What follows belongs to an exercise in optimizing a design on an open flow for a short achievable clock period and few clock cycles; a production flow would make more cautious choices.
The RTL was checked by simulation tests, not by an equivalence proof against the original design.
Power and IR drop assume default switching activity.

==> flow/design.v <==
`timescale 1ns / 1ps
module ALU (
    input  logic [31:0] a,
    input  logic [31:0] b_x,
    input  logic        sub,
    input  logic        s_add, s_xor, s_or, s_and, s_slt, s_sltu, s_sll, s_sr, s_link,
    input  logic        sra,
    input  logic [31:0] link,
    output logic [31:0] result,
    output logic [31:0] sum,
    output logic        eq, lt, ltu
);
function automatic [32:0] add32(input [31:0] x, input [31:0] y, input cin);
    logic [31:0] g, p, G, P;
    g = x & y;
    p = x ^ y;
    G = {g[31:1], g[0] | (p[0] & cin)};
    P = p;
    for (int d = 1; d < 32; d = d * 2) begin
        G = G | (P & (G << d));
        P = P & ((P << d) | ((32'd1 << d) - 32'd1));
    end
    add32 = {G[31], p ^ {G[30:0], cin}};
endfunction
logic [32:0] sum33;
logic [31:0] sll_r, sr_r;
logic [32:0] sr33;
logic [4:0]  sh;
assign sum33 = add32(a, b_x, sub);
assign sum   = sum33[31:0];
assign ltu   = ~sum33[32];
assign lt    = (a[31] == b_x[31]) ? a[31] : sum33[31];
assign eq    = &(a ^ b_x);
assign sh    = b_x[4:0];
assign sll_r = a << sh;
assign sr33  = $signed({sra & a[31], a}) >>> sh;
assign sr_r  = sr33[31:0];
assign result = ({32{s_add}}  & sum)
              | ({32{s_xor}}  & (a ^ b_x))
              | ({32{s_or}}   & (a | b_x))
              | ({32{s_and}}  & (a & b_x))
              | ({32{s_slt}}  & {31'd0, lt})
              | ({32{s_sltu}} & {31'd0, ltu})
              | ({32{s_sll}}  & sll_r)
              | ({32{s_sr}}   & sr_r)
              | ({32{s_link}} & link);
endmodule
`timescale 1ns / 1ps
module BSV32I_SSC#(
parameter DataWidth=32,
parameter AddrWidth=10,
parameter RegAddrWidth=5
)
(
    input  clock,
    input  reset,
    input  [DataWidth-1:0]program_in,
    input  [AddrWidth-1:0]address_in,
    input  [DataWidth-1:0]Inst_mem_dataOut,Data_mem_dataOut,
    output logic [DataWidth-1:0]Inst_mem_dataIn,Data_mem_dataIn,
    output logic [AddrWidth-1:0]Inst_mem_address,Data_mem_address,
    output logic Inst_mem_read_en,Data_mem_read_en,
    output logic Inst_mem_write_en,Data_mem_write_en,
    output logic [2:0]func3,
    output logic [DataWidth-1:0]reg_out
);
localparam [4:0] OP_LUI   = 5'b01101,
                 OP_AUIPC = 5'b00101,
                 OP_JAL   = 5'b11011,
                 OP_JALR  = 5'b11001,
                 OP_BR    = 5'b11000,
                 OP_LD    = 5'b00000,
                 OP_ST    = 5'b01000,
                 OP_OPI   = 5'b00100,
                 OP_OP    = 5'b01100;
logic [9:0]  pcF;                        
logic [31:0] IR;                         
logic [9:0]  pcD;
logic        validD, predD;
logic [31:0] rf1D, rf2D;
logic        fE1D, fE2D, fM1D, fM2D;
logic        bE1D, bE2D, bM1D, bM2D;     
logic [31:0] aE, bxE, sdE, linkE;        
logic [9:0]  altE;
logic [4:0]  rdE;
logic [2:0]  f3E;
logic        rwE, ldE, stE, brE, jalrE, predE, subE, sraE;
logic        s_addE, s_xorE, s_orE, s_andE, s_sltE, s_sltuE, s_sllE, s_srE, s_linkE;
logic [31:0] resM;                       
logic [4:0]  rdM;
logic        rwM, ldM;            
logic [31:0] regs [1:31];
logic [31:0] resE, sumE;
logic        eqE, ltE, ltuE, takenE, redirect;
logic [9:0]  redirPC;
ALU alu (
    .a(aE), .b_x(bxE), .sub(subE),
    .s_add(s_addE), .s_xor(s_xorE), .s_or(s_orE), .s_and(s_andE),
    .s_slt(s_sltE), .s_sltu(s_sltuE), .s_sll(s_sllE), .s_sr(s_srE), .s_link(s_linkE),
    .sra(sraE), .link(linkE),
    .result(resE), .sum(sumE), .eq(eqE), .lt(ltE), .ltu(ltuE)
);
assign takenE   = f3E[2] ? ((f3E[1] ? ltuE : ltE) ^ f3E[0]) : (eqE ^ f3E[0]);
assign redirect = (brE & (takenE ^ predE)) | jalrE;
assign redirPC  = jalrE ? sumE[11:2] : altE;
logic [31:0] wdataM;
assign wdataM = ldM ? Data_mem_dataOut : resM;
logic [4:0]  opc, rs1, rs2, rd;
logic [2:0]  f3;
logic        isLUI, isAUIPC, isJAL, isJALR, isBR, isLD, isST, isOPI, isOP;
logic        uses1, uses2, writes, stall, subD, useImmB;
logic [31:0] immI, immS, immU, imm;
logic [31:0] rf1, rf2, fw1, fw2, aBase, aNext, bNext;
logic        fE1, fE2, fM1, fM2;
logic [9:0]  offB, brTgtD, pcD1;
logic [10:0] link11;
assign opc = IR[6:2];
assign rd  = IR[11:7];
assign rs1 = IR[19:15];
assign rs2 = IR[24:20];
assign f3  = IR[14:12];
assign isLUI   = (opc == OP_LUI);
assign isAUIPC = (opc == OP_AUIPC);
assign isJAL   = (opc == OP_JAL);
assign isJALR  = (opc == OP_JALR);
assign isBR    = (opc == OP_BR);
assign isLD    = (opc == OP_LD);
assign isST    = (opc == OP_ST);
assign isOPI   = (opc == OP_OPI);
assign isOP    = (opc == OP_OP);
assign uses1  = isJALR | isBR | isLD | isST | isOPI | isOP;
assign uses2  = isBR | isST | isOP;
assign writes = (isLUI | isAUIPC | isJAL | isJALR | isLD | isOPI | isOP) & (rd != 5'd0);
assign immI = {{20{IR[31]}}, IR[31:20]};
assign immS = {{20{IR[31]}}, IR[31:25], IR[11:7]};
assign immU = {IR[31:12], 12'd0};
assign imm  = (isLUI | isAUIPC) ? immU : isST ? immS : immI;
assign useImmB = ~(isOP | isBR);
assign stall = validD & ldE & rwE & (((rdE == rs1) & uses1) | ((rdE == rs2) & uses2));
assign rf1 = rf1D;
assign rf2 = rf2D;
assign fE1 = fE1D;
assign fE2 = fE2D;
assign fM1 = fM1D;
assign fM2 = fM2D;
assign fw1 = fE1 ? resE : fM1 ? wdataM : rf1;
assign fw2 = fE2 ? resE : fM2 ? wdataM : rf2;
assign pcD1   = pcD + 10'd1;
assign link11 = {1'b0, pcD} + 11'd1;
assign offB   = {IR[7], IR[30:25], IR[11:9]};
assign brTgtD = pcD + offB;
assign aBase = isLUI ? 32'd0 : {20'd0, pcD, 2'b00};
assign aNext = (isLUI | isAUIPC) ? aBase : fw1;
assign bNext = useImmB ? imm : fw2;
function automatic addeq(input [31:0] a, input [31:0] b, input cin, input [31:0] k);
    logic [31:0] c;
    c = {((a[30:0] & b[30:0]) | ((a[30:0] | b[30:0]) & ~k[30:0])), cin};
    addeq = &(~(a ^ b ^ k ^ c));
endfunction
function automatic ltu32(input [31:0] x, input [31:0] y);
    logic [31:0] g, p, G, P;
    g = x & ~y;
    p = x ^ ~y;
    G = {g[31:1], g[0] | p[0]};
    P = p;
    for (int d = 1; d < 32; d = d * 2) begin
        G = G | (P & (G << d));
        P = P & ((P << d) | ((32'd1 << d) - 32'd1));
    end
    ltu32 = ~G[31];
endfunction
logic [9:0]  altD;
logic        earlyOK, eqD, ltD, ltuD, takenD, redirectD;
logic        early1, early2, earlyEq;
logic        eqRR, eqMR, eqRM, luRR, luMR, luRM, ltRR, ltMR, ltRM, aeR1, aeR2, aeM;
logic        m1, m2;
assign early1  = ~bE1D & ~(ldM & bM1D);          
assign early2  = ~bE2D & ~(ldM & bM2D);
assign earlyEq = validD & isBR & ~f3[2] & ~f3[1] & s_addE & ~stall &
                 ((bE1D & early2) | (bE2D & early1) | (bE1D & bE2D));
assign earlyOK = (validD & isBR & early1 & early2) | earlyEq;
assign eqRR = (rf1D == rf2D);
assign eqMR = (resM == rf2D);
assign eqRM = (rf1D == resM);
assign luRR = ltu32(rf1D, rf2D);
assign luMR = ltu32(resM, rf2D);
assign luRM = ltu32(rf1D, resM);
assign ltRR = (rf1D[31] != rf2D[31]) ? rf1D[31] : luRR;
assign ltMR = (resM[31] != rf2D[31]) ? resM[31] : luMR;
assign ltRM = (rf1D[31] != resM[31]) ? rf1D[31] : luRM;
assign aeR1 = addeq(aE, bxE, subE, rf1D);
assign aeR2 = addeq(aE, bxE, subE, rf2D);
assign aeM  = addeq(aE, bxE, subE, resM);
assign m1 = bM1D & ~bE1D;
assign m2 = bM2D & ~bE2D;
always_comb begin
    if (bE1D & bE2D)    begin eqD = 1'b1;  ltuD = 1'b0; ltD = 1'b0; end
    else if (bE1D)     begin eqD = m2 ? aeM : aeR2; ltuD = 1'b0; ltD = 1'b0; end
    else if (bE2D)     begin eqD = m1 ? aeM : aeR1; ltuD = 1'b0; ltD = 1'b0; end
    else if (m1 & m2) begin eqD = 1'b1;  ltuD = 1'b0; ltD = 1'b0; end
    else if (m1)      begin eqD = eqMR;  ltuD = luMR; ltD = ltMR; end
    else if (m2)      begin eqD = eqRM;  ltuD = luRM; ltD = ltRM; end
    else              begin eqD = eqRR;  ltuD = luRR; ltD = ltRR; end
end
assign takenD = f3[2] ? ((f3[1] ? ltuD : ltD) ^ f3[0]) : (eqD ^ f3[0]);
logic [11:0] jS, jC, jT, jTR, jTM, jTE;
logic        jalrOK;
assign jalrOK = validD & isJALR & ~stall & (bE1D ? s_addE : ~(ldM & bM1D));
assign jS  = aE[11:0] ^ bxE[11:0] ^ immI[11:0];
assign jC  = {(aE[10:0] & bxE[10:0]) | (aE[10:0] & immI[10:0]) | (bxE[10:0] & immI[10:0]), subE};
assign jTE = jS + jC;
assign jTM = resM[11:0] + immI[11:0];
assign jTR = rf1D[11:0] + immI[11:0];
assign jT  = bE1D ? jTE : bM1D ? jTM : jTR;
assign redirectD = ((earlyOK & (takenD ^ predD)) | jalrOK) & ~redirect;
assign altD = isJALR ? jT[11:2] : predD ? pcD1 : brTgtD;
assign subD = isBR | ((isOP | isOPI) & ((f3 == 3'b010) | (f3 == 3'b011)))
                   | (isOP & (f3 == 3'b000) & IR[30]);
always_ff @(posedge clock) begin
    aE    <= aNext;
    bxE   <= bNext ^ {32{subD}};
    sdE   <= fw2;
    linkE <= {19'd0, link11, 2'b00};
    altE  <= altD;
    f3E   <= f3;
    rdE   <= rd;
    subE  <= subD;
    sraE  <= IR[30];
    s_addE  <= ((isOP | isOPI) & (f3 == 3'b000)) | isLD | isST | isLUI | isAUIPC;
    s_xorE  <= (isOP | isOPI) & (f3 == 3'b100);
    s_orE   <= (isOP | isOPI) & (f3 == 3'b110);
    s_andE  <= (isOP | isOPI) & (f3 == 3'b111);
    s_sltE  <= (isOP | isOPI) & (f3 == 3'b010);
    s_sltuE <= (isOP | isOPI) & (f3 == 3'b011);
    s_sllE  <= (isOP | isOPI) & (f3 == 3'b001);
    s_srE   <= (isOP | isOPI) & (f3 == 3'b101);
    s_linkE <= isJAL | isJALR;
    predE   <= predD;
    if (reset | redirect | stall | ~validD) begin
        rwE   <= 1'b0;
        ldE   <= 1'b0;
        stE   <= 1'b0;
        brE   <= 1'b0;
        jalrE <= 1'b0;
    end else begin
        rwE   <= writes;
        ldE   <= isLD;
        stE   <= isST;
        brE   <= isBR & ~earlyOK;
        jalrE <= isJALR & ~jalrOK;
    end
end
function automatic [9:0] add10(input [9:0] x, input [9:0] y);
    logic [9:0] g, p, g1, p1, g2, p2, g3, p3, g4;
    g = x & y;
    p = x ^ y;
    g1 = g | (p & {g[8:0], 1'b0});
    p1 = p & {p[8:0], 1'b0};
    g2 = g1 | (p1 & {g1[7:0], 2'b0});
    p2 = p1 & {p1[7:0], 2'b0};
    g3 = g2 | (p2 & {g2[5:0], 4'b0});
    p3 = p2 & {p2[5:0], 4'b0};
    g4 = g3 | (p3 & {g3[1:0], 8'b0});
    add10 = p ^ {g4[8:0], 1'b0};
endfunction
logic [31:0] inst;
logic        predF, predTake;
logic [9:0]  offJ, offBF, tgtJ, tgtB, pcF1, tgtF, pcSeq;
assign inst  = Inst_mem_dataOut;
assign offJ  = {inst[20], inst[30:22]};
assign offBF = {inst[7], inst[30:25], inst[11:9]};
assign tgtJ  = add10(pcF, offJ);
assign tgtB  = add10(pcF, offBF);
assign tgtF  = inst[2] ? tgtJ : tgtB;
assign pcF1  = pcF + 10'd1;
assign predF = (inst[6:2] == OP_JAL) |
               ((inst[6:2] == OP_BR) & (inst[31] | (inst[14:12] == 3'b001)));
assign predTake = predF & ~redirect & ~redirectD & ~stall;
assign pcSeq = redirect ? redirPC : redirectD ? altD : stall ? pcF : pcF1;
always_ff @(posedge clock) begin
    if (reset)
        pcF <= 10'd0;
    else
        pcF <= predTake ? tgtF : pcSeq;
end
logic [4:0]  rs1F, rs2F;
logic        brF;
logic [31:0] rdF1, rdF2;
assign rs1F = inst[19:15];
assign brF  = (inst[6:2] == OP_BR) | (inst[6:2] == OP_JALR);
assign rs2F = inst[24:20];
assign rdF1 = (rs1F == 5'd0) ? 32'd0 : regs[rs1F];
assign rdF2 = (rs2F == 5'd0) ? 32'd0 : regs[rs2F];
always_ff @(posedge clock) begin
    if (!stall) begin
        fE1D <= validD & writes & (rd == rs1F);
        fE2D <= validD & writes & (rd == rs2F);
        fM1D <= rwE & (rdE == rs1F);
        fM2D <= rwE & (rdE == rs2F);
        bE1D <= validD & writes & (rd == rs1F) & brF;
        bE2D <= validD & writes & (rd == rs2F) & brF;
        bM1D <= rwE & (rdE == rs1F) & brF;
        bM2D <= rwE & (rdE == rs2F) & brF;
    end else begin
        bE1D <= 1'b0;
        bE2D <= 1'b0;
        bM1D <= rwE & (rdE == rs1) & (isBR | isJALR);
        bM2D <= rwE & (rdE == rs2) & (isBR | isJALR);
        fE1D <= 1'b0;
        fE2D <= 1'b0;
        fM1D <= rwE & (rdE == rs1);
        fM2D <= rwE & (rdE == rs2);
    end
end
always_ff @(posedge clock) begin
    if (!stall) begin
        rf1D <= (rwM & (rdM == rs1F)) ? wdataM : rdF1;
        rf2D <= (rwM & (rdM == rs2F)) ? wdataM : rdF2;
    end else begin
        if (fM1) rf1D <= wdataM;
        if (fM2) rf2D <= wdataM;
    end
end
always_ff @(posedge clock) begin
    if (reset | redirect | redirectD)
        validD <= 1'b0;
    else if (!stall)
        validD <= 1'b1;
    if (!stall) begin
        IR    <= inst;
        pcD   <= pcF;
        predD <= predF;
    end
end
always_ff @(posedge clock) begin
    if (reset) begin
        Data_mem_write_en <= 1'b0;
        Data_mem_read_en  <= 1'b0;
        Data_mem_address  <= 10'd0;
        Data_mem_dataIn   <= 32'd0;
        func3             <= 3'd0;
        rwM               <= 1'b0;
        ldM               <= 1'b0;
    end else begin
        Data_mem_write_en <= stE;
        Data_mem_read_en  <= ldE;
        Data_mem_address  <= sumE[9:0];
        Data_mem_dataIn   <= sdE;
        func3             <= f3E;
        rwM               <= rwE;
        ldM               <= ldE & rwE;
    end
    rdM  <= rdE;
    resM <= resE;
end
integer i;
always_ff @(posedge clock) begin
    if (reset) begin
        for (i = 1; i < 32; i = i + 1)
            regs[i] <= 32'd0;
    end else if (rwM) begin
        regs[rdM] <= wdataM;
    end
end
logic [31:0] x7_out;
always_ff @(posedge clock) begin
    if (reset)
        x7_out <= 32'd0;
    else if (rwM & (rdM == 5'd7))
        x7_out <= wdataM;
    else
        x7_out <= regs[7];
end
assign reg_out = x7_out;
assign Inst_mem_address  = pcF;
assign Inst_mem_read_en  = 1'b1;
assign Inst_mem_write_en = 1'b0;
assign Inst_mem_dataIn   = 32'd0;
endmodule
==> flow/flow/run.sh <==
#!/bin/bash
set -o pipefail
bash standard.sh SETUP_SLACK_MARGIN=6 finish > make_flow.log 2>&1
==> flow/standard.sh <==
#!/bin/bash
# synth_recipe.tcl (not shown) runs the flow's synth.tcl, then flattens the netlist and writes it again
# the make line also repeats each setting of config.mk as NAME=value (left out here)
make -C /OpenROAD-flow-scripts/flow DESIGN_CONFIG=/design/flow/config.mk WORK_HOME=/design/flow/orfs CLKGATE_MAP_FILE= SYNTH_SCRIPT=/design/flow/synth_recipe.tcl "${@:-finish}"
==> flow/config.mk <==
export PLATFORM = sky130hd
export DESIGN_NAME = BSV32I_SSC
export DESIGN_NICKNAME = BSV32I_SSC
export VERILOG_FILES = /design/flow/design.v
export SDC_FILE = /design/flow/constraint.sdc
export NUM_CORES = 4
export LEC_CHECK = 0
export ABC_CLOCK_PERIOD_IN_PS = 2500
export CAP_MARGIN = 40
export CORE_MARGIN = 2
export CORE_UTILIZATION = 45
export PLACE_DENSITY = 0.65
export SETUP_SLACK_MARGIN = 5
export SLEW_MARGIN = 40
==> flow/constraint.sdc <==
create_clock -name core_clock -period 9.0 [get_ports {clock}]
set_input_delay 1.8000 -clock core_clock [delete_from_list [all_inputs] [get_ports {clock}]]
set_output_delay 1.8000 -clock core_clock [all_outputs]
set_load 0.01 [all_outputs]
==> results of run 1 <==
## repair_timing
item,in CTS,in global routing
setup buffers,342,224
pin swaps,297,343
gates resized for setup,1526,649
gates cloned,118,27
endpoints found under the setup margin,2350,637
## stage by stage
stage | utilization | setup WS [ns] | std cells
after floorplan | - | 4.82 | 7471
after global placement | 0.480 | 3.18 | 9489
after detailed placement | 0.481 | 3.22 | 9490
after CTS | 0.569 | 5.09 | 10200
after global routing | 0.599 | 4.92 | 10500
final | 0.599 | 4.93 | 10500
## final cells by class
| class | instances | area share |
|---|---|---|
| well taps | 2370 | 0.0274 |
| multi-input cells | 5189 | 0.433 |
| clock buffers | 211 | 0.0403 |
| clock inverters | 76 | 0.00862 |
| repair buffers | 971 | 0.118 |
| repair inverters | 1 | 0.0000578 |
| inverters | 267 | 0.0101 |
| diodes | 12 | 0.000277 |
| flip-flops and latches | 1408 | 0.362 |
## state kept, by name, summed over array words and instances (netlist names), 11 cells and up
register         flops
resM                32
bxE                 32
x7_out              32
alu.link            11
rf1D                32
regs              1024
aE                  32
IR                  30
sdE                 32
rf2D                32
Data_mem_dataIn     32
## power groups by stage
| stage | sequential [mW] | combinational (mW) | clock [mW] |
|---|---|---|---|
| 2_1_floorplan | 7.69 | 2.79 | 0 |
| 3_3_place_gp | 7.87 | 4.25 | 0 |
| 3_5_place_dp | 7.89 | 4.31 | 0 |
| 4_1_cts | 7.73 | 5.32 | 6.67 |
| 5_1_grt | 7.77 | 6.26 | 6.95 |
| 6_report | 7.76 | 6.11 | 6.74 |
## synthesized netlist by cell type (24+ instances only)
library cell and n:
a221oi_1 225, a211oi_1 28, buf_1 95, dfxtp_1 343, mux2i_1 568, o211ai_1 91
o22ai_1 75, nor4_1 30, o21ai_0 342, fa_1 109, o21a_1 24, nand4_1 45
nor2b_1 73, xor2_1 117, xnor2_1 157, mux2_2 71, nand3_1 55, buf_4 35
a22oi_1 134, a21o_1 67, mux4_2 326, nor3_1 65, inv_1 263, a21oi_1 373
ha_1 202, nor2_1 1450, edfxtp_1 1065, nand2_1 256, clkbuf_1 493
## worst max-delay path, cell delays in order
cell      delay, ns
buf_12         0.08
buf_12         0.12
buf_16         0.13
nor2b_4        0.05
buf_6          0.11
buf_12         0.13
buf_12         0.13
buf_6          0.13
a221oi_4       0.30
nor2_1         0.09
o211ai_1       0.95
o21ai_4        0.28
o22ai_1        0.25
nor2_1         0.11
a21oi_1        0.13
## kinds of logic (layout without fill, tap and decap cells)
family,count (synthesis),count (layout),share of synthesized area
simple gates,2081,2118,0.106
compound gates,1487,1487,0.119
flops,1408,1408,0.475
mux,965,965,0.169
buf+inv,911,1526,0.0440
fa+ha+maj,311,311,0.0576
xor+xnor,274,274,0.0293
other cells,2,46,0.0000918
## worst paths after layout
path / slack (ns) / end / cells past startpoint / from
max: 4.93 / rf2D[10] / 15 / Inst_mem_dataOut[22]
max reg2reg: 4.99 / pcF[2] / 15 / bE2D
min: 0.42 / Data_mem_dataIn[17] / 1 / sdE[17]
min reg2reg: 0.42 / Data_mem_dataIn[17] / 1 / sdE[17]
## routing by layer
metal,global-route usage,up-vias
li1,-,28700
met1,0.458,35500
met2,0.611,6414
met3,0.133,2144
met4,0.373,16
met5,0,-
==> impl_results.md, run 1 <==
* DRT Pass-1 Iters at 8
* Synth area leaders: edfxtp_1, mux4_2, dfxtp_1, mux2i_1, nor2_1
* CTS buffer count at 157
* Tmin final at 4.07 ns
* Final Hold Vio Count at 0
* Vias per std cell at 6.92
* Maximum vdd drop at 0.000202 V
* Crit path kind: input pin to register
* Initial antenna violation count at 10
* Number of global-route vias before repair at 68700
* DRC Markers at 0
* Avg Inst Size Synth at 11.0 um^2
* Iter 0 DRT Violations at 12100
* First-pass GRT wire length at 527000 um
* Vias post-DR at 72700
* Root Driver: clkbuf_16
* Worst-Margin Slew at 1.22 ns
* Clock Path Buffers at 3
* Ys flop type: edfxtp_1
* WL met3 at 53800 um
* Total Routing Usage GR at 0.406
* P_int at 13.6 mW
* Post-route ant nets at 0
* Max Cap Violations at 0
* Met2 wire len at 170000 um
* Worst setup EP type: register
* Status: complete, no violations
* Clk slew on worst S/H paths at 0.06 ns
* Post-DP Area at 86900 um^2
* Async SR Flop Fraction at 0
* Num rows at 156
* Filler cells at 13900
* Yosys Warn Count at 2
* Yosys top cell area share at 0.391
* Most common cell after layout, fill and taps aside: nor2_1
* Reg area at 39200 um^2
* Post-route cell area at 108000 um^2
* Post-synth EDFFs at 1065
* Fin crit share at 0.452
* Critical path required time at 9.77 ns
* CTS tree: done
* Multi-input gate area at 46900 um^2
* F_max at 0.246 GHz
* Initial Util at 0.453
* CP startpoint kind: input pin
* Final Max Tran Viols at 0
* Sw Share at 0.342
* Hold WS at 0.417 ns
* Core ar. at 181000 um^2
* Top Metal Used: met5
* Nets at 8414
* Cell taking the most area after synthesis: edfxtp_1
* H-tree levels at 4
* Cell count after synthesis at 7439
* Clock Skew at 0.116 ns
* Sequential share of power at 0.376
* I/O Pins at 231
* Chip width at 430 um
* HPWL after DPL at 212000 um
* Skew-Pair Late Insertion Delay at 0.88 ns
* Hold-fix buffers, CTS at 0
* Commonest cells after routing, fill and taps aside: nor2_1, edfxtp_1, mux2i_1
* Combinational share of power at 0.297
* Layout cell share with drive strength beyond 1 at 0.323
* Net switching power at 7.05 mW
* Crit Path Max Fanout at 4
* P&R area growth vs syn at 32.4%
* Gr ovfl total at 0
* Metal-1 WL at 125000 um
* WP data arrival at 4.84 ns
* Pwr dens at 190 nW/um^2
* Die height at 430 um
* Clock share of power at 0.327
* Hold crit path type: register to register
* Static Leak at 40.6 nW
* Wirelength per Cell at 37.9 um
* RSZ-0062 raised after global routing: yes
* Cell Area, Synth at 81800 um^2
* Count of different cell masters after synthesis at 80
* Buffers on Ports at 152
* Routability cong. at 1.04
* Largest net degree at the start of global routing at 102
* Synthesis-stage register bit count at 1408
* Total power at 20.6 mW
* Setup Viol. Count Final at 0
* Clk sinks at 1408
* Slew headroom at 0.185
* Wirelength, routed at 398000 um
* Setup_tns at 0 ns
* Die area at 185000 um^2
* Register area share after synthesis at 0.475
Testbench counts, summed over its fixed seeds: cycles 58,910.
==> run 2, diff against run 1 <==
--- a/flow/config.mk
+++ b/flow/config.mk
@@ -10,4 +10,5 @@
 export CORE_MARGIN = 2
 export CORE_UTILIZATION = 45
+export GPL_ROUTABILITY_DRIVEN = 0
 export PLACE_DENSITY = 0.65
 export SETUP_SLACK_MARGIN = 5
==> run 2 against run 1 <==
  * Still clean on timing, DRC and antenna
  * Die area is the same
  * Clock power shrank 3.1%
  * Cell area grew 0.41%
  * Global-route usage shrank 1.2 points
  * Area after synthesis is the same
  * Worst setup slack gained 0.075 ns
  * Utilization grew 0.24 points
  * Worst hold slack gained 0.019 ns
  * Largest power group unchanged
  * Highest routed layer unchanged
==> impl_results.md, run 2 <==
* Status: complete, no violations
* Worst-Margin Slew at 1.04 ns (-0.179 ns)
* Clock Skew at 0.100 ns (-0.0156 ns)
* Post-synth EDFFs at 1065 (unchanged)
* Die area at 185000 um^2 (unchanged)
* Hold WS at 0.437 ns (+0.0193 ns)
* Hold crit path type: register to register
* Core ar. at 181000 um^2 (unchanged)
* Most common cell in the netlist: nor2_1
* Cell count after synthesis at 7439 (unchanged)
* Cell Area, Synth at 81800 um^2 (unchanged)
* Synthesis-stage register bit count at 1408 (unchanged)
* Async SR Flop Fraction at 0 (unchanged)
* Total Routing Usage GR at 0.394 (-0.0119)
* Fin crit share at 0.444 (-0.00829)
* I/O Pins at 231 (unchanged)
* Wirelength, routed at 392000 um (-1.6%)
* Yosys Warn Count at 2 (unchanged)
* Buffers on Ports at 152 (unchanged)
* Final core occ at 0.602 (+0.00244)
* CP startpoint kind: register
* P&R area growth vs syn at 32.9%
* Max Cap Violations at 0 (unchanged)
* Pwr dens at 187 nW/um^2 (-1.7%)
* Total power at 20.3 mW (-1.3%)
* Slew headroom at 0.305 (+0.120)
* Cell taking the most area after synthesis: edfxtp_1
* CTS buffer count at 153 (-2.5%)
* Setup_tns at 0 ns (unchanged)
* Static Leak at 40.8 nW (+0.44%)
* Yosys top cell area share at 0.391 (unchanged)
* Skew-Pair Late Insertion Delay at 0.86 ns (-0.02 ns)
* Tmin final at 4.00 ns (-0.0746 ns)
* WL met3 at 61800 um (+15%)
* Most common library cells after synthesis: nor2_1, edfxtp_1, mux2i_1
* Initial antenna violation count at 15 (+5)
* Iter 0 DRT Violations at 13100 (+8.3%)
* Met2 wire len at 163000 um (-3.8%)
* Post-route ant nets at 0 (unchanged)
* DRC Markers at 0 (unchanged)
* First-pass GRT wire length at 516000 um (-2.1%)
* Hold-fix buffers, CTS at 0 (unchanged)
* Final Hold Vio Count at 0 (unchanged)
* Vias per std cell at 7.04 (+1.8%)
* Register area share after synthesis at 0.475 (unchanged)
* Post-DP Area at 86800 um^2 (-0.11%)
* Clk slew on worst S/H paths at 0.06 ns (about the same)
* Top Metal Used: met5
* Metal-1 WL at 118000 um (-6.3%)
* Num rows at 156 (unchanged)
* Die height at 430 um (unchanged)
* F_max at 0.250 GHz (+1.9%)
* Ys flop type: edfxtp_1
* WP data arrival at 4.63 ns (-0.21 ns)
* Top reg by flops: regs
* Chip width at 430 um (unchanged)
* Most common cell after layout, fill and taps aside: nor2_1
* Number of global-route vias before repair at 69100 (+0.60%)
* RSZ-0062 raised after global routing: yes
* CTS tree: done
* Initial Util at 0.453 (unchanged)
* Gr ovfl total at 0 (unchanged)
* Clk sinks at 1408 (unchanged)
* Final Max Tran Viols at 0 (unchanged)
* Clock Path Buffers at 3 (unchanged)
* HPWL after DPL at 201000 um (-5.2%)
* Setup Viol. Count Final at 0 (unchanged)
* Crit Path Max Fanout at 5 (+1)
* Count of different cell masters after synthesis at 80 (unchanged)
* Post-route cell area at 109000 um^2 (+0.41%)
* Largest register FFs at 1024 (unchanged)
* Commonest cells after routing, fill and taps aside: nor2_1, edfxtp_1, mux2i_1
* Critical path required time at 9.63 ns (-0.14 ns)
* Avg Inst Size Synth at 11.0 um^2 (unchanged)
* Maximum vdd drop at 0.000173 V (-14%)
* Crit path kind: register to register
* DRT Pass-1 Iters at 12 (+4)
* Nets at 8446 (+0.38%)
* Wirelength per Cell at 37.2 um (-2.0%)
* H-tree levels at 4 (unchanged)
* Root Driver: clkbuf_16
* Worst setup EP type: register
* Vias post-DR at 74200 (+2.1%)
* Synth area leaders: edfxtp_1, mux4_2, dfxtp_1, mux2i_1, nor2_1
* Largest net degree at the start of global routing at 68 (-33%)
* Layout cell share with drive strength beyond 1 at 0.330 (+0.00723)
==> run 2: final timing paths <==
path | slack, ns | end | cells after the start | startpoint
max reg2reg | 5.00 | bxE[18] | 16 | bxE[0]
min reg2reg | 0.44 | Data_mem_dataIn[25] | 1 | sdE[25]
max | 5.00 | bxE[18] | 16 | bxE[0]
min | 0.44 | Data_mem_dataIn[25] | 1 | sdE[25]
==> run 2: what timing repair did <==
action / in CTS / in global routing
gates resized for setup: 1572 / 736
buffers inserted: 324 / 266
endpoints found under the setup margin: 1375 / 1002
pin swaps: 357 / 434
cloned: 132 / 28
==> run 2: cells by family after synthesis <==
group	count (synthesis)	share of synthesized area
AND/OR/NAND/NOR	2081	0.106
AO/OA/AOI/OAI	1487	0.119
flip-flops	1408	0.475
multiplexers	965	0.169
buffers and inverters	911	0.0440
adder cells (fa/ha/maj)	311	0.0576
XOR/XNOR	274	0.0293
other	2	0.0000918
==> run 2: critical path, cell delays in order (launching register included) <==
cell and delay [ns]:
dfxtp_4 0.40, fa_2 0.41, inv_2 0.06, fa_2 0.23, nor2b_4 0.05, o31a_1 0.28
o32ai_4 0.32, o31ai_4 0.12, buf_12 0.15, o41a_1 0.42, a21oi_2 0.15, xnor2_1 0.15
a21oi_2 0.08, buf_6 0.17, mux2i_4 0.28, a221oi_2 0.13, xnor2_2 0.35
==> run 2: routing by layer <==
layer,track usage,vias to the layer above
met5,0.00937,-
met4,0.356,14
met3,0.153,2428
met2,0.584,7467
met1,0.438,35500
li1,-,28800
==> run 2: cell type report <==
class,count,area [um^2]
Multi-Input combinational cell,5189,47100
Inverter,267,1090
Clock inverter,70,759
Timing Repair Buffer,1008,13200
Fill cell,13500,72000
Clock buffer,212,4320
Sequential cell,1408,39200
Antenna cell,14,35.0
Tap cell,2370,2970
==> run 2: stage by stage <==
step / worst slack (ns) / std cells
3_5_place_dp: 3.19 / 9477
3_3_place_gp: 3.15 / 9473
2_1_floorplan: 4.82 / 7471
6_report: 5.00 / 10500
4_1_cts: 5.10 / 10200
5_1_grt: 4.96 / 10500
==> run 2: report_power, final <==
| part | internal, mW | total, mW | switching [mW] |
|---|---|---|---|
| Combinational | 2.47 | 6.02 | 3.55 |
| Sequential | 7.33 | 7.80 | 0.473 |
| Clock | 3.63 | 6.53 | 2.90 |
| Total | 13.4 | 20.3 | 6.92 |
==> run 3, diff against run 2 <==
==> flow/flow/run.sh (replaced) <==
#!/bin/bash
set -o pipefail
bash standard.sh SETUP_SLACK_MARGIN=7 finish > make_flow.log 2>&1
==> flow/config.mk (replaced) <==
export PLATFORM = sky130hd
export DESIGN_NAME = BSV32I_SSC
export DESIGN_NICKNAME = BSV32I_SSC
export VERILOG_FILES = /design/flow/design.v
export SDC_FILE = /design/flow/constraint.sdc
export NUM_CORES = 4
export LEC_CHECK = 0
export ABC_CLOCK_PERIOD_IN_PS = 2500
export CAP_MARGIN = 30
export CORE_MARGIN = 2
export CORE_UTILIZATION = 35
export SETUP_SLACK_MARGIN = 5
export SLEW_MARGIN = 30
==> run 3 against run 2 <==
  * The run now fails in global routing
  * Synthesized cell count stayed put
  * Area after synthesis stayed put
==> impl_results.md, run 3 <==
* GRT worst endpoint: pcF[6]$_SDFFE_PP0P_/D
* Root Driver: clkbuf_16
* Die height at 487 um (+13%)
* Post-Synth Simple-Gate Area at 0.106 (unchanged)
* Register area share after synthesis at 0.475 (unchanged)
* Chip width at 487 um (+13%)
* Worst endpoint type: register input
* Post-synthesis mux area share at 0.169 (unchanged)
* Synth area leaders: edfxtp_1, mux4_2, dfxtp_1, mux2i_1, nor2_1
* Initial Util at 0.352 (-0.101)
* Count of different cell masters after synthesis at 80 (unchanged)
* Most common cell in the netlist: nor2_1
* Cell Area, Synth at 81800 um^2 (unchanged)
* Yosys Warn Count at 2 (unchanged)
* Post-synth EDFFs at 1065 (unchanged)
* I/O Pins at 231 (unchanged)
* Clk sinks at 1408 (unchanged)
* Ys flop type: edfxtp_1
* Yosys top cell area share at 0.391 (unchanged)
* CTS buffer count at 158 (+3.3%)
* Buffers on Ports at 152 (unchanged)
* Adder-cell area share of the yosys netlist at 0.0576 (unchanged)
* Synthesis-stage register bit count at 1408 (unchanged)
* Stage reached: global routing
* Largest family of logic cells by synthesized area: multiplexers
* Async SR Flop Fraction at 0 (unchanged)
* HPWL after DPL at 222000 um (+11%)
* Post-synthesis compound-gate area fraction at 0.119 (unchanged)
* Cell taking the most area after synthesis: edfxtp_1
* Post-Place Worst Slack at 3.23 ns (+0.0347 ns)
* Largest net degree at the start of global routing at 96
* Total Routing Usage GR at 0.604
* Most common library cells after synthesis: nor2_1, edfxtp_1, mux2i_1
* Gr ovfl total at 136
* H-tree levels at 4 (unchanged)
* Hold-fix buffers, CTS at 0 (unchanged)
* Initial antenna violation count at 74
* Num rows at 177 (+13%)
* Post-Synth XOR/XNOR Area at 0.0293 (unchanged)
* Status: did not finish
* Avg Inst Size Synth at 11.0 um^2 (unchanged)
* Routability cong. at 0.961
* Log Error: [ERROR GRT-0232] Routing congestion too high. Check the congestion heatmap in the GUI.
* Clock Path Buffers at 3 (unchanged)
* Cell count after synthesis at 7439 (unchanged)
[run 3: cell counts after synthesis]
No cell type changed its count.
[run 3: worst max path at each step]
| stage | endpoint | start | slack, ns |
|---|---|---|---|
| after CTS | bxE[18] | aE[0] | 5.11 |
| after detailed placement | rf1D[1] | Inst_mem_dataOut[15] | 3.23 |
| after global placement | rf1D[21] | Inst_mem_dataOut[17] | 3.17 |
| after floorplan | pcF[6] | Inst_mem_dataOut[23] | 4.82 |
[run 3: metal layers]
| layer | overflow | GRT usage |
|---|---|---|
| met5 | 0 | 0.412 |
| met4 | 61 | 0.568 |
| met3 | 5 | 0.539 |
| met2 | 65 | 0.711 |
| met1 | 5 | 0.585 |
[run 3: power by group through the flow]
stage	logic, mW	clock network (mW)	registers [mW]
4_1_cts	6.48	6.70	7.74
3_5_place_dp	4.40	0	7.92
3_3_place_gp	4.38	0	7.90
2_1_floorplan	2.89	0	7.71
[run 3: kinds of logic after synthesis]
logic type      Yosys count
simple gates           2081
compound gates         1487
flops                  1408
mux                     965
buf+inv                 911
fa+ha+maj               311
xor+xnor                274
other cells               2
[run 3: stage by stage]
stage                     cells  power, mW  hold slack [ns]  utilization  cell area (um^2)
after global placement    10200       12.3            0.432        0.380             88300
after CTS                 11600       20.9            0.388        0.518            121000
after detailed placement  10200       12.3            0.426        0.380             88400
after floorplan            7471       10.6            0.346            -             87100
[run 3: repair_timing]
item / CTS
setup endpoints to repair: 2479
setup buffers: 804
resized for setup: 3269
pin swaps: 423
cloned: 367
==> run 4, diff against run 3 <==
--- a/flow/design.v
+++ b/flow/design.v
@@ -213,5 +213,5 @@
 assign jTR = rf1D[11:0] + immI[11:0];
 assign jT  = bE1D ? jTE : bM1D ? jTM : jTR;
-assign redirectD = ((earlyOK & (takenD ^ predD)) | jalrOK) & ~redirect;
+assign redirectD = (earlyOK & (takenD ^ predD)) | jalrOK;    
 assign altD = isJALR ? jT[11:2] : predD ? pcD1 : brTgtD;
 assign subD = isBR | ((isOP | isOPI) & ((f3 == 3'b010) | (f3 == 3'b011)))
@@ -265,6 +265,6 @@
 endfunction
 logic [31:0] inst;
-logic        predF, predTake;
-logic [9:0]  offJ, offBF, tgtJ, tgtB, pcF1, tgtF, pcSeq;
+logic        predF;
+logic [9:0]  offJ, offBF, tgtJ, tgtB, pcF1, tgtF, fetchNext;
 assign inst  = Inst_mem_dataOut;
 assign offJ  = {inst[20], inst[30:22]};
@@ -276,11 +276,10 @@
 assign predF = (inst[6:2] == OP_JAL) |
                ((inst[6:2] == OP_BR) & (inst[31] | (inst[14:12] == 3'b001)));
-assign predTake = predF & ~redirect & ~redirectD & ~stall;
-assign pcSeq = redirect ? redirPC : redirectD ? altD : stall ? pcF : pcF1;
+assign fetchNext = stall ? pcF : predF ? tgtF : pcF1;
 always_ff @(posedge clock) begin
     if (reset)
         pcF <= 10'd0;
     else
-        pcF <= predTake ? tgtF : pcSeq;
+        pcF <= redirect ? redirPC : redirectD ? altD : fetchNext;
 end
 logic [4:0]  rs1F, rs2F;
==> flow/flow/run.sh (replaced) <==
#!/bin/bash
set -o pipefail
bash standard.sh SETUP_SLACK_MARGIN=6 finish > make_flow.log 2>&1
--- a/flow/config.mk
+++ b/flow/config.mk
@@ -7,7 +7,7 @@
 export LEC_CHECK = 0
 export ABC_CLOCK_PERIOD_IN_PS = 2500
-export CAP_MARGIN = 30
+export CAP_MARGIN = 40
 export CORE_MARGIN = 2
-export CORE_UTILIZATION = 35
+export CORE_UTILIZATION = 40
 export SETUP_SLACK_MARGIN = 5
-export SLEW_MARGIN = 30
+export SLEW_MARGIN = 40
==> run 4 against run 3 <==
  * Now fails the layout checks on capacitance limit, slew limit
  * Area after synthesis hardly changed
  * Synthesized cell count grew 0.97%
==> impl_results.md, run 4 <==
* Initial Util at 0.401 (+0.0496)
* Crit Path Max Fanout at 7
* Number of global-route vias before repair at 68400
* Largest register FFs at 1024
* Flop2flop setup slack at 5.07 ns
* Crit path top cell by count: buf_16
* Wirelength, routed at 416000 um
* Setup Viol. Count Final at 0
* Synth area leaders: edfxtp_1, dfxtp_1, mux4_2, mux2i_1, nor2_1
* Iter 0 DRT Violations at 10600
* Sequential share of power at 0.375
* Worst reg-to-reg path cell count at 16
* Gr ovfl total at 0
* Clock Skew at 0.0855 ns
* Die height at 456 um (-6.4%)
* Post-route ant nets at 0
* Initial antenna violation count at 12
* Cell taking the most area after synthesis: edfxtp_1
* Post-DP Area at 87500 um^2 (-0.98%)
* Nets at 8460
* Wirelength per Cell at 38.3 um
* Die area at 208000 um^2
* Tmin final at 4.48 ns
* Combinational share of power at 0.301
* Cell Area, Synth at 81900 um^2 (about the same)
* I/O Pins at 231 (unchanged)
* Commonest cells after routing, fill and taps aside: nor2_1, edfxtp_1, mux2i_1
* Filler cells at 17000
* CP max-delay cell: o211ai_1
* Most common cell after layout, fill and taps aside: nor2_1
* Vias post-DR at 72000
* Post-route cell area at 109000 um^2
* Clock Path Buffers at 3 (unchanged)
* WP data arrival at 5.22 ns
* Fin crit share at 0.498
* Hold-fix buffers, CTS at 0 (unchanged)
* Final Hold Vio Count at 0
* Critical path required time at 9.74 ns
* DRT Pass-1 Iters at 7
* Crit path kind: input pin to register
* Hold WS at 0.423 ns
* Count of different cell masters after synthesis at 91 (+14%)
* Slew headroom at -0.432
* Ys flop type: edfxtp_1
* P_int at 13.6 mW
* WHS Path Cells at 1
* CTS buffer count at 160 (+1.3%)
* Post-synth EDFFs at 1065 (unchanged)
* Largest stage delay, worst path at 1.62 ns
* Worst-Margin Slew at 2.14 ns
* Clk slew on worst S/H paths at 0.06 ns
* H-tree levels at 4 (unchanged)
* Clk sinks at 1408 (unchanged)
* Net switching power at 7.15 mW
* Synthesis-stage register bit count at 1408 (unchanged)
* Worst setup EP type: register
* HPWL after DPL at 230000 um (+3.7%)
* Cell count after synthesis at 7511 (+0.97%)
* Core ar. at 204000 um^2
* Vias per std cell at 6.62
* Status: complete, but fails checks
* Most common cell in the netlist: nor2_1
* Root Driver: clkbuf_16
* RSZ-0062 raised after global routing: yes
* Setup_tns at 0 ns
* CTS tree: done
* Register area share after synthesis at 0.475 (about the same)
* Top reg by flops: regs
* Most common library cells after synthesis: nor2_1, edfxtp_1, mux2i_1
* First-pass GRT wire length at 550000 um
* Async SR Flop Fraction at 0 (unchanged)
* Sw Share at 0.344
* Avg Inst Size Synth at 10.9 um^2 (-0.89%)
* Clock share of power at 0.323
* Pwr dens at 190 nW/um^2
* DRC Markers at 0
* Yosys top cell area share at 0.391 (about the same)
* Largest net degree at the start of global routing at 94
* Maximum vdd drop at 0.000156 V
* Skew-Pair Late Insertion Delay at 0.85 ns
* Static Leak at 40.7 nW
* Layout cell share with drive strength beyond 1 at 0.324
* P&R area growth vs syn at 33.3%
* Hold crit path type: register to register
* CP startpoint kind: input pin
* Crit-path cells: buf_16 > buf_16 > nor2_4 > buf_12 > buf_16 > buf_4 > a221oi_4 > nor2_1 > o211ai_1 > o21ai_2 > o22ai_1 > nor2_1 > a21oi_1
* Yosys Warn Count at 2 (unchanged)
* SO Viols: capacitance limit, slew limit
* Num rows at 166 (-6.2%)
* F_max at 0.223 GHz
* Max Cap Violations at 1
* Final Max Tran Viols at 2
* Buffers on Ports at 152 (unchanged)
* Chip width at 456 um (-6.4%)
* Routability cong. at 0.983 (+2.2%)
* Total Routing Usage GR at 0.379
-- run 4: changes by cell type after synthesis, sizes merged, moves of 10 or more --
cell	before	now
nor2b	73	61
clkbuf	493	503
nand2	256	246
o21ai	342	399
buf	151	139
xor2	117	103
a21oi	373	360
o21a	24	13
mux4	326	293
a211oi	28	42
nand2b	22	35
nor2	1450	1463
xnor2	157	169
mux2i	568	592
-- run 4: final cells by class --
type	instances	area (um^2)	area share
Timing Repair Buffer	956	12700	0.117
Clock inverter	67	676	0.00619
Tap cell	2688	3360	0.0308
Inverter	274	1160	0.0107
Timing Repair inverter	3	26.3	0.000241
Multi-Input combinational cell	5238	47200	0.433
Sequential cell	1408	39200	0.360
Clock buffer	228	4650	0.0426
Antenna cell	7	17.5	0.000161
-- run 4: worst paths after layout --
check,endpoint,from
worst max-delay path,rf2D[2],Inst_mem_dataOut[22]
worst min-delay path,Data_mem_dataIn[4],sdE[4]
worst max register to register,pcF[1],bxE[0]
worst min register to register,Data_mem_dataIn[4],sdE[4]
-- run 4: metrics by stage --
step / power [mW] / setup slack, ns / util / instances
5_1_grt: 21.2 / 4.71 / 0.535 / 10900
3_5_place_dp: 12.3 / 3.42 / 0.429 / 9897
3_3_place_gp: 12.3 / 3.47 / 0.428 / 9892
6_report: 20.8 / 4.52 / 0.535 / 10900
4_1_cts: 19.9 / 5.13 / 0.509 / 10600
2_1_floorplan: 10.5 / 4.93 / - / 7543
-- run 4: worst max-delay path, delay by kind of cell --
kind / cells / cell delay, ns
compound gates: 5 / 2.46
buf+inv: 5 / 0.73
simple gates: 3 / 0.18
-- run 4: metal layers --
metal,track usage,up-vias,share of wire
li1,-,28800,-
met1,0.434,35700,0.33
met2,0.580,5656,0.44
met3,0.113,1791,0.12
met4,0.328,10,0.11
met5,0.00115,-,0.00015
-- run 4: kinds of logic (layout without fill, tap and decap cells) --
group / Yosys count / count (layout) / share of synthesized area
AND/OR/NAND/NOR: 2087 / 2106 / 0.107
AO/OA/AOI/OAI: 1555 / 1555 / 0.124
flip-flops: 1408 / 1408 / 0.475
multiplexers: 960 / 960 / 0.163
buffers and inverters: 916 / 1528 / 0.0440
adder cells (fa/ha/maj): 311 / 311 / 0.0575
XOR/XNOR: 272 / 272 / 0.0291
other: 2 / 41 / 0.0000917
-- run 4: timing repair --
item,4_1_cts,5_1_grt
gates cloned,116,23
pin swaps,300,349
endpoints found under the setup margin,1600,1028
setup buffers,317,208
resized for setup,1609,639
-- run 4: power groups by stage --
| stage | Clock (mW) | Combinational [mW] | Sequential [mW] |
|---|---|---|---|
| final | 6.71 | 6.26 | 7.79 |
| after CTS | 6.70 | 5.48 | 7.76 |
| after global routing | 6.95 | 6.44 | 7.81 |
| after floorplan | 0 | 2.80 | 7.69 |
| after global placement | 0 | 4.37 | 7.92 |
| after detailed placement | 0 | 4.41 | 7.93 |
Testbench counts of run 4, summed over its fixed seeds: cycles 58,910.
==> run 5, diff against run 4 <==
--- a/flow/config.mk
+++ b/flow/config.mk
@@ -7,7 +7,8 @@
 export LEC_CHECK = 0
 export ABC_CLOCK_PERIOD_IN_PS = 2500
-export CAP_MARGIN = 40
+export CAP_MARGIN = 45
 export CORE_MARGIN = 2
-export CORE_UTILIZATION = 40
+export CORE_UTILIZATION = 45
+export PLACE_DENSITY = 0.65
 export SETUP_SLACK_MARGIN = 5
-export SLEW_MARGIN = 40
+export SLEW_MARGIN = 45
==> run 5 against run 4 <==
  * The run now finishes clean
  * Critical path depth up 3
  * Clock power fell by 3.1%
  * Final cell count down 2.8%
  * Synthesized cell count stayed put
  * Sequential cell count is the same
  * Via count increased by 3.0%
  * Critical path type is now register to register
==> impl_results.md, run 5 <==
* Routability cong. at 1.03 (+4.4%)
* I/O Pins at 231 (unchanged)
* Buffers on Ports at 152 (unchanged)
* Delay-heaviest family, CP: compound AO/OA/AOI/OAI gates
* Hold-fix buffers, CTS at 0 (unchanged)
* Top reg by flops: regs
* Num rows at 156 (-6.0%)
* Vias per std cell at 7.01 (+6.0%)
* Hold crit path type: register to register
* Die height at 431 um (-5.7%)
* CTS buffer count at 156 (-2.5%)
* Number of global-route vias before repair at 70000 (+2.3%)
* Post-Place Worst Slack at 3.48 ns (+0.0554 ns)
* Post-synth EDFFs at 1065 (unchanged)
* Worst reg-to-reg path cell count at 16 (unchanged)
* Cell Area, Synth at 81900 um^2 (unchanged)
* H-tree levels at 4 (unchanged)
* Commonest cells after routing, fill and taps aside: nor2_1, edfxtp_1, mux2i_1
* Clock Path Buffers at 3 (unchanged)
* Initial antenna violation count at 16 (+4)
* Post-DP Area at 87200 um^2 (-0.30%)
* Clk slew on worst S/H paths at 0.06 ns (about the same)
* Worst r2r src: subE
* CTS tree: done
* Crit path buf inv count at 2 (-3)
* WP data arrival at 4.70 ns (-0.52 ns)
* Largest net degree at the start of global routing at 87 (-7.4%)
* Worst path depth at 16 (+3)
* Avg Inst Size Synth at 10.9 um^2 (unchanged)
* Yosys top cell area share at 0.391 (unchanged)
* WHS Path Cells at 1 (unchanged)
* Die area at 185000 um^2 (-11%)
* Flop2flop setup slack at 4.95 ns (-0.12 ns)
* Worst-Margin Slew at 1.02 ns (-1.12 ns)
* Worst setup EP type: register
* Yosys Warn Count at 2 (unchanged)
* F_max at 0.247 GHz (+11%)
* Layout cell share with drive strength beyond 1 at 0.334 (+0.0102)
* Cell taking the most area after synthesis: edfxtp_1
* DRC Markers at 0 (unchanged)
* Status: complete, no violations
* Most common library cells after synthesis: nor2_1, edfxtp_1, mux2i_1
* GR met2 Demand/Resource at 0.627 (+0.0474)
* Final worst slack at 4.95 ns (+0.430 ns)
* Max Cap Violations at 0 (-1)
* Largest stage delay, worst path at 0.41 ns (-1.21 ns)
* CP Launch Point: subE
* P&R area growth vs syn at 32.2%
* Nets at 8476 (+0.19%)
* Synth area leaders: edfxtp_1, dfxtp_1, mux4_2, mux2i_1, nor2_1
* Met3 Track Usage GR at 0.144 (+0.0313)
* Skew-Pair Late Insertion Delay at 0.87 ns (+0.02 ns)
* Gr ovfl total at 0 (unchanged)
* Core ar. at 181000 um^2 (-11%)
* Setup_tns at 0 ns (unchanged)
* Ys flop type: edfxtp_1
* First-pass GRT wire length at 543000 um (-1.3%)
* Synthesis-stage register bit count at 1408 (unchanged)
* Crit-path cells: fa_2 > inv_2 > fa_2 > nand2b_4 > a211oi_4 > or3_1 > a21oi_2 > nand2b_1 > nand3b_1 > a211oi_4 > xnor2_2 > a221oi_4 > mux2i_1 > buf_4 > a221oi_2 > xnor2_1
* Async SR Flop Fraction at 0 (unchanged)
* Crit Path Max Fanout at 2 (-5)
* Post-route cell area at 108000 um^2 (-0.81%)
* Clock Skew at 0.0958 ns (+0.0103 ns)
* Wirelength, routed at 413000 um (-0.82%)
* Clk sinks at 1408 (unchanged)
* Final Max Tran Viols at 0 (-2)
* Final Hold Vio Count at 0 (unchanged)
* HPWL after DPL at 227000 um (-1.3%)
* Register area share after synthesis at 0.475 (unchanged)
* DRT Pass-1 Iters at 13 (+6)
* Most common cell after layout, fill and taps aside: nor2_1
* Post-route ant nets at 0 (unchanged)
* Setup Viol. Count Final at 0 (unchanged)
* Tmin final at 4.05 ns (-0.430 ns)
* CP max-delay cell: fa_2
* Vias post-DR at 74100 (+3.0%)
* Critical path required time at 9.65 ns (-0.09 ns)
* Chip width at 431 um (-5.7%)
* Slew headroom at 0.318 (+0.750)
* Cell count after synthesis at 7511 (unchanged)
* Most common cell in the netlist: nor2_1
* Root Driver: clkbuf_16
* Crit path kind: register to register
* Static Leak at 40.7 nW (+0.17%)
* Crit Reg-Reg Endpoint: bxE[20]
* Fin crit share at 0.450 (-0.0478)
* Count of different cell masters after synthesis at 91 (unchanged)
* RSZ-0062 raised after global routing: yes
* Maximum vdd drop at 0.000166 V (+6.1%)
* Total Routing Usage GR at 0.421 (+0.0421)
* Met1 usage at 0.475 (+0.0411)
* Iter 0 DRT Violations at 12500 (+18%)
* Wirelength per Cell at 39.1 um (+2.0%)
* GRT busiest layer: met2
* Worst Setup EP: bxE[20]
* Pwr dens at 190 nW/um^2 (-0.13%)
* Largest register FFs at 1024 (unchanged)
* CP startpoint kind: register
* Initial Util at 0.453 (+0.0516)
-- run 5: stage by stage --
step                hold slack [ns]  utilization  cells  power (mW)
finish                        0.437        0.599  10600        20.6
global placement              0.428        0.481   9574        12.2
CTS                           0.438        0.572  10300        19.7
global route                  0.453        0.599  10600        20.9
floorplan                     0.346            -   7543        10.5
detailed placement            0.424        0.483   9583        12.3
-- run 5: layout make-up --
cell class,count,area (um^2)
antenna,10,25.0
clock buffer,209,4420
clock inverter,78,693
fill,13900,72500
inverter,274,1150
multi-input combinational,5241,46900
sequential,1408,39200
tap,2370,2970
timing repair buffer,973,12800
timing repair inverter,3,26.3
-- run 5: power breakdown --
part	internal, mW	switching, mW	total (mW)
Sequential	7.33	0.454	7.79
Clock	3.56	2.94	6.50
Combinational	2.48	3.80	6.28
Total	13.4	7.19	20.6
-- run 5: cell families after synthesis --
group / synth area share
simple gates: 0.107
compound gates: 0.124
flops: 0.475
mux: 0.163
buf+inv: 0.0440
fa+ha+maj: 0.0575
xor+xnor: 0.0291
other cells: 0.0000917
-- run 5: how the worst min path moves through the flow --
stage / startpoint / endpoint / slack, ns
after floorplan: IR[12] / f3E[0] / 0.35
after global placement: sdE[21] / Data_mem_dataIn[21] / 0.43
after detailed placement: sdE[28] / Data_mem_dataIn[28] / 0.42
after CTS: sdE[3] / Data_mem_dataIn[3] / 0.44
after global routing: sdE[25] / Data_mem_dataIn[25] / 0.45
final: sdE[3] / Data_mem_dataIn[3] / 0.44
-- run 5: what timing repair did --
item                                     CTS  global route
gates resized for setup                 1610           616
cloned                                   116            23
setup buffers                            354           188
endpoints found under the setup margin  1522           749
pin swaps                                337           438
-- run 5: metal layers --
layer  vias up  wire (um)
li1      28900          -
met1     36000     130000
met2      6863     175000
met3      2291      57900
met4        30      50000
met5         -        586

==> port drivers added, routing unchanged <==
The results above use ideal ports. As a check the final layouts listed here were re-extracted and re-timed, cells and wires unchanged. Step 1 sets driving cells, clkbuf_16 on the clock port and buf_2 on the other inputs (assumed; they add their load-dependent delay and slew). Step 2 moves the port delays by t, midway between the first and last clock arrival at a register: inputs arrive t later, outputs are due t later. That takes back most of the time a late clock gives input paths. Slacks: no drivers / after step 1 / after step 2; pairs: no drivers / after step 1.
run	t, ns	setup WS [ns]	hold slack, ns	latest minus earliest clock arrival (ns)	cell pins on the clock port's net
run 1	0.913	4.929 / 4.926 / 4.012	0.417 / 0.417 / 0.417	0.115 / 0.115	1
run 2	0.902	5.003 / 5.003 / 4.114	0.437 / 0.437 / 0.437	0.101 / 0.101	1
run 4	0.889	4.517 / 4.311 / 3.423	0.423 / 0.423 / 0.423	0.093 / 0.093	1
run 5	0.952	4.948 / 4.948 / 4.093	0.437 / 0.437 / 0.437	0.096 / 0.097	1
The setup slack of run 4, which loses most, moves by -0.206 ns with the drivers and by -1.094 ns with both steps.
